Background: an optimization exercise with open tools, aiming at small area and a short achievable clock period. Do not read the settings as production practice. Function was checked by simulation only, so behaviour that the tests miss may differ from the original. Power and IR drop assume default switching activity.

== main ==
## pipelined_fpadder
module pipelined_fpadder (a,b,sub,rm,s,clk,clrn,e);
	input clk, clrn;
	input [15:0] a, b;
	input [1:0] rm;
	input sub;
	input e;
	output reg [15:0] s;
	wire [4:0] ea = a[14:10];
	wire [4:0] eb = b[14:10];
	wire ha = |ea;
	wire hb = |eb;
	wire [10:0] ma = {ha, a[9:0]};
	wire [10:0] mb = {hb, b[9:0]};
	wire [4:0] ee = ea + eb + 5'd17;           
	wire a_ff = &ea, b_ff = &eb;
	wire a_f0 = ~|a[9:0], b_f0 = ~|b[9:0];
	wire a_inf = a_ff & a_f0, b_inf = b_ff & b_f0;
	wire a_nan = a_ff & ~a_f0, b_nan = b_ff & ~b_f0;
	wire is_inf = a_inf | b_inf;
	wire is_nan = a_nan | b_nan | ((sub ^ a[15] ^ b[15]) & a_inf & b_inf);
	wire [8:0] nan9 = (a[8:0] > b[8:0]) ? a[8:0] : b[8:0];
	function [3:0] lz10;
		input [9:0] f;
		reg [15:0] g;
		reg [7:0] h8;
		reg [3:0] h4;
		reg [1:0] h2;
		reg z8, z4, z2;
		begin
			g = {f, 6'b111111};
			z8 = ~|g[15:8];
			h8 = z8 ? g[7:0] : g[15:8];
			z4 = ~|h8[7:4];
			h4 = z4 ? h8[3:0] : h8[7:4];
			z2 = ~|h4[3:2];
			h2 = z2 ? h4[1:0] : h4[3:2];
			lz10 = {z8, z4, z2, ~h2[1]};
		end
	endfunction
	wire [3:0] za = lz10(a[9:0]);
	wire [3:0] zb = lz10(b[9:0]);
	wire [3:0] la = ha ? 4'd0 : za + 4'd1;
	wire [3:0] lb = hb ? 4'd0 : zb + 4'd1;
	wire [4:0] ll = la + lb;
	wire [14:0] psn, pkn;
	wire pncin;
	fp_mul11 mul (.x(ma), .y(mb), .s_hn(psn), .k_hn(pkn), .ncin(pncin));
	reg [13:0] r_sn, r_kn;
	reg r_ncin;
	reg [4:0] r_e;
	reg [4:0] r_ll;
	reg [1:0] r_rm;
	reg r_sign, r_nan, r_inf;
	reg r_v;
	always @(posedge clk or negedge clrn) begin
		if (!clrn) r_v <= 0;
		else if (e) r_v <= 1'b1;
	end
	always @(posedge clk) begin
		if (e) begin
			r_sn <= psn[13:0];    
			r_kn <= pkn[13:0];
			r_ncin <= pncin;
			r_e <= is_nan ? nan9[8:4] : ee;      
			r_ll <= is_nan ? {1'b0, nan9[3:0]} : ll;
			r_rm <= rm;
			r_sign <= a[15] ^ b[15];
			r_nan <= is_nan;
			r_inf <= is_inf;
		end
	end
	wire [15:0] r_cw = {1'b0, r_sn, r_ncin} + {1'b0, r_kn, r_ncin};
	wire [14:0] r_c = ~r_cw[15:1];
	wire [15:0] res;
	wire ez = ~|r_e;
	wire [4:0] mm = {r_e[4:1], r_e[0] | ez};   
	wire r_x = r_ll < mm;
	wire [4:0] shu = r_x ? r_ll : mm;
	wire [3:0] r_sh = shu[4] ? 4'd15 : shu[3:0];
	wire [4:0] r_eb = r_e + 5'd1 - {1'b0, r_sh};
  ...
Size in the first run: about 1100 cells after synthesis, ~8800 um^2 of cells after synthesis.
Settings: LEC_CHECK=0, ABC_AREA=1, CAP_MARGIN=20, CORE_MARGIN=2, CORE_UTILIZATION=55, CTS_BUF_LIST=sky130_fd_sc_hd__clkbuf_8, PLACE_DENSITY=0.75, SETUP_SLACK_MARGIN=2.5, SLEW_MARGIN=20, SYNTH_HIERARCHICAL=1; clock period 7.0 ns.
standard.sh (not shown) runs the stock make flow with config.mk's settings and CLKGATE_MAP_FILE= SYNTH_SCRIPT=/design/flow/synth_recipe.tcl, a recipe that flattens the netlist after the stock synthesis.
==> flow/flow/run.sh <==
#!/bin/bash
# The standard layout, with plain buffers (not delay buffers) on the ports.
set -euo pipefail
bash standard.sh "BUFFER_PORTS_ARGS=-buffer_cell sky130_fd_sc_hd__buf_1" finish > make_finish.log 2>&1
main: all stages complete, timing, DRC and antenna checks passed
Edits applied to the flow inputs when going from main to the feature branch:
diff --git a/flow/config.mk b/flow/config.mk
--- a/flow/config.mk
+++ b/flow/config.mk
@@ -8 +8 @@
-export ABC_AREA = 1
+export ABC_AREA = 0
@@ -11 +11 @@
-export CORE_UTILIZATION = 55
+export CORE_UTILIZATION = 40
@@ -13 +12,0 @@
-export PLACE_DENSITY = 0.75
Notes after the runs:
Width of the chip up 22 um in the feature branch wrt main
The buffering stage count on the worst path with inverters included of the feature branch is higher than that of main.
Looking at startpoint of the most critical setup path, the r_e[1]$_DFFE_PP_ result is from the feature branch; the b[9] one comes from main.
In the feature branch, the clock network power share came out 2.3 points below the value in main.


Starting RTL as in the previous note.
export LEC_CHECK = 0
export ABC_AREA = 1
export CAP_MARGIN = 20
export CORE_MARGIN = 2
export CORE_UTILIZATION = 55
export CTS_BUF_LIST = sky130_fd_sc_hd__clkbuf_8
export PLACE_DENSITY = 0.75
export SETUP_SLACK_MARGIN = 2.5
export SLEW_MARGIN = 20
export SYNTH_HIERARCHICAL = 1
create_clock -name core_clock -period 7.0 [get_ports {clk}]
==> flow/flow/run.sh <==
#!/bin/bash
# The standard layout, with plain buffers (not delay buffers) on the ports.
set -euo pipefail
bash standard.sh "BUFFER_PORTS_ARGS=-buffer_cell sky130_fd_sc_hd__buf_2" finish > make_finish.log 2>&1
The starting point passed the timing, design-rule and antenna checks.
Rerun with:
==> flow/flow/run.sh (replaced) <==
#!/bin/bash
# The standard layout, with plain buffers (not delay buffers) on the ports.
set -euo pipefail
bash standard.sh "BUFFER_PORTS_ARGS=-buffer_cell sky130_fd_sc_hd__buf_1" finish > make_finish.log 2>&1
Settings changed: CORE_UTILIZATION 55 to 40, PLACE_DENSITY 0.75 to not set.
=> The new run finished clean; via count came out lower slightly; cell count is higher by a few percent; combinational power is higher by a few percent; setup slack gains 0.024 ns; routed wire length increases by a few percent.


P:
pipelined_fpadder again, from the RTL that the note above started with.
## pipelined_fpadder
module pipelined_fpadder (a,b,sub,rm,s,clk,clrn,e);
	input clk, clrn;
	input [15:0] a, b;
	input [1:0] rm;
	input sub;
	input e;
	output reg [15:0] s;
	wire [4:0] ea = a[14:10];
	wire [4:0] eb = b[14:10];
	wire ha = |ea;
	wire hb = |eb;
	wire [10:0] ma = {ha, a[9:0]};
	wire [10:0] mb = {hb, b[9:0]};
	wire [4:0] ee = ea + eb + 5'd17;           
	wire a_ff = &ea, b_ff = &eb;
	wire a_f0 = ~|a[9:0], b_f0 = ~|b[9:0];
	wire a_inf = a_ff & a_f0, b_inf = b_ff & b_f0;
	wire a_nan = a_ff & ~a_f0, b_nan = b_ff & ~b_f0;
	wire is_inf = a_inf | b_inf;
	wire is_nan = a_nan | b_nan | ((sub ^ a[15] ^ b[15]) & a_inf & b_inf);
	wire [8:0] nan9 = (a[8:0] > b[8:0]) ? a[8:0] : b[8:0];
	function [3:0] lz10;
		input [9:0] f;
		reg [15:0] g;
		reg [7:0] h8;
		reg [3:0] h4;
		reg [1:0] h2;
		reg z8, z4, z2;
		begin
			g = {f, 6'b111111};
			z8 = ~|g[15:8];
			h8 = z8 ? g[7:0] : g[15:8];
			z4 = ~|h8[7:4];
			h4 = z4 ? h8[3:0] : h8[7:4];
			z2 = ~|h4[3:2];
			h2 = z2 ? h4[1:0] : h4[3:2];
			lz10 = {z8, z4, z2, ~h2[1]};
		end
	endfunction
	wire [3:0] za = lz10(a[9:0]);
	wire [3:0] zb = lz10(b[9:0]);
	wire [3:0] la = ha ? 4'd0 : za + 4'd1;
	wire [3:0] lb = hb ? 4'd0 : zb + 4'd1;
	wire [4:0] ll = la + lb;
	wire [14:0] psn, pkn;
	wire pncin;
	fp_mul11 mul (.x(ma), .y(mb), .s_hn(psn), .k_hn(pkn), .ncin(pncin));
	reg [13:0] r_sn, r_kn;
	reg r_ncin;
	reg [4:0] r_e;
	reg [4:0] r_ll;
	reg [1:0] r_rm;
	reg r_sign, r_nan, r_inf;
	reg r_v;
	always @(posedge clk or negedge clrn) begin
		if (!clrn) r_v <= 0;
		else if (e) r_v <= 1'b1;
	end
	always @(posedge clk) begin
		if (e) begin
			r_sn <= psn[13:0];    
			r_kn <= pkn[13:0];
			r_ncin <= pncin;
			r_e <= is_nan ? nan9[8:4] : ee;      
			r_ll <= is_nan ? {1'b0, nan9[3:0]} : ll;
			r_rm <= rm;
  ...
clock: 7.0 ns
lec_check: 0
abc_area: 1
cap_margin: 20
core_margin: 2
core_utilization: 55
cts_buf_list: sky130_fd_sc_hd__clkbuf_8
place_density: 0.75
setup_slack_margin: 2.4
slew_margin: 20
synth_hierarchical: 1
==> flow/flow/run.sh <==
#!/bin/bash
# The standard layout, with plain buffers (not delay buffers) on the ports.
set -euo pipefail
bash standard.sh "BUFFER_PORTS_ARGS=-buffer_cell sky130_fd_sc_hd__buf_1" finish > make_finish.log 2>&1
Input changes introduced in Q (baseline for comparison: P):
- removing PLACE_DENSITY (formerly 0.75)
- changing SETUP_SLACK_MARGIN from 2.4 to 2.8
- changing CORE_UTILIZATION from 55 to 40
==> notes.md <==
The run showing the smaller setup slack on the worst flop-to-flop path is P.
P was smaller in final cell area than Q.
Delta(combinational power, Q - P) > 0
Taking P as the reference, in Q area of the multi-input gates higher; total detailed-routing wirelength higher; cell count after placement higher.
The inputs of R differ from those of Q as listed below.
- changing SETUP_SLACK_MARGIN from 2.8 to 2.6
- changing CORE_UTILIZATION from 40 to 55
- setting PLACE_DENSITY to 0.75 for the first time
[summary]
- Having completed the whole flow, R delivered a layout that passed the timing, design-rule and antenna checks.
- Against Q, R reports a die extent in x that is lower.
- In the final reports, the cell area of R is smaller than that of Q.
- Looking at non-clock buffer count, R sits about 40% below Q.
- Number of gates given a new drive strength after cts was lower in the run labelled R.
- Per the comparison of R with Q, clock network power share went up by 2.5 points; setup slack dropped 92 ps; standard cell area after detailed placement saw a decrease; fraction of area in registers saw an increase.
- Looking at longest individual stage delay on the worst path, R sits 100 ps higher than Q does.
- Sort Q and R by number of cells after detailed placement asc -> top: R
- Of the two candidates, Q has the worse power and R the better one.
- A classification of the worst setup path of reg2reg is what Q shows, while in2reg belongs to R.
Input-level comparison between S and R:
- SETUP_SLACK_MARGIN: 2.6 -> 2.5
- PLACE_DENSITY: 0.75 -> unset
- CTS_BUF_LIST: sky130_fd_sc_hd__clkbuf_8 -> unset
- CORE_UTILIZATION: 55 -> 40
--- outcome ---
S: flow completed, timing, DRC and antenna clean
From R to S, hold violation total from the final report did not move at all.
The vias after detailed routing in S was lower than what R gave.
Going from R to S, internal power consumption grows by about 12%.
Run comparison: S end of the critical path r_ll[4]$_SDFFCE_PN0P_; R end of the critical path r_kn[4]$_DFFE_PP_
Higher placed wire-length estimate after detailed placement was reported by S, not R.
Compared with R, S is the more power-hungry design.
Taking R as the reference, in S logic gate share of total power now sits lower, hold slack shrank by 14 ps, switching power as a share of total power went down, final core area utilization now smaller.

-- separate check: timing with driven ports --
Ports are ideal in the flow. The routed layouts listed here were re-timed in OpenROAD. Step 1, drivers: a clkbuf_16 drives clk and a buf_2 each remaining input, both assumed. Step 2 moves the port delays by t, midway between the first and last clock arrival at a register: inputs arrive t later, outputs are due t later. That takes back most of the time a late clock gives input paths. a / b / c = ideal / step 1 / step 2; a / b = the first two.
run	t (ns)	slack for setup (ns)	clock arrival spread, ns	cell pins on the clock port's net
main	0.384	2.665 / 2.677 / 2.294	0.019 / 0.019	1
the feature branch	0.389	2.333 / 2.333 / 2.249	0.029 / 0.029	1
the first run of note 2	0.389	2.727 / 2.743 / 2.354	0.014 / 0.014	1
the second run of note 2	0.385	2.751 / 2.760 / 2.375	0.018 / 0.017	1
P	0.386	2.532 / 2.543 / 2.157	0.020 / 0.020	1
Q	0.387	2.839 / 2.839 / 2.559	0.019 / 0.019	1
R	0.385	2.747 / 2.763 / 2.379	0.021 / 0.021	1
S	0.378	2.731 / 2.750 / 2.372	0.007 / 0.007	1
After both steps every run listed still meets setup and hold. For the second run of note 2, which loses most, drivers alone change the setup slack by +0.009 ns; drivers and shift together by -0.376 ns.
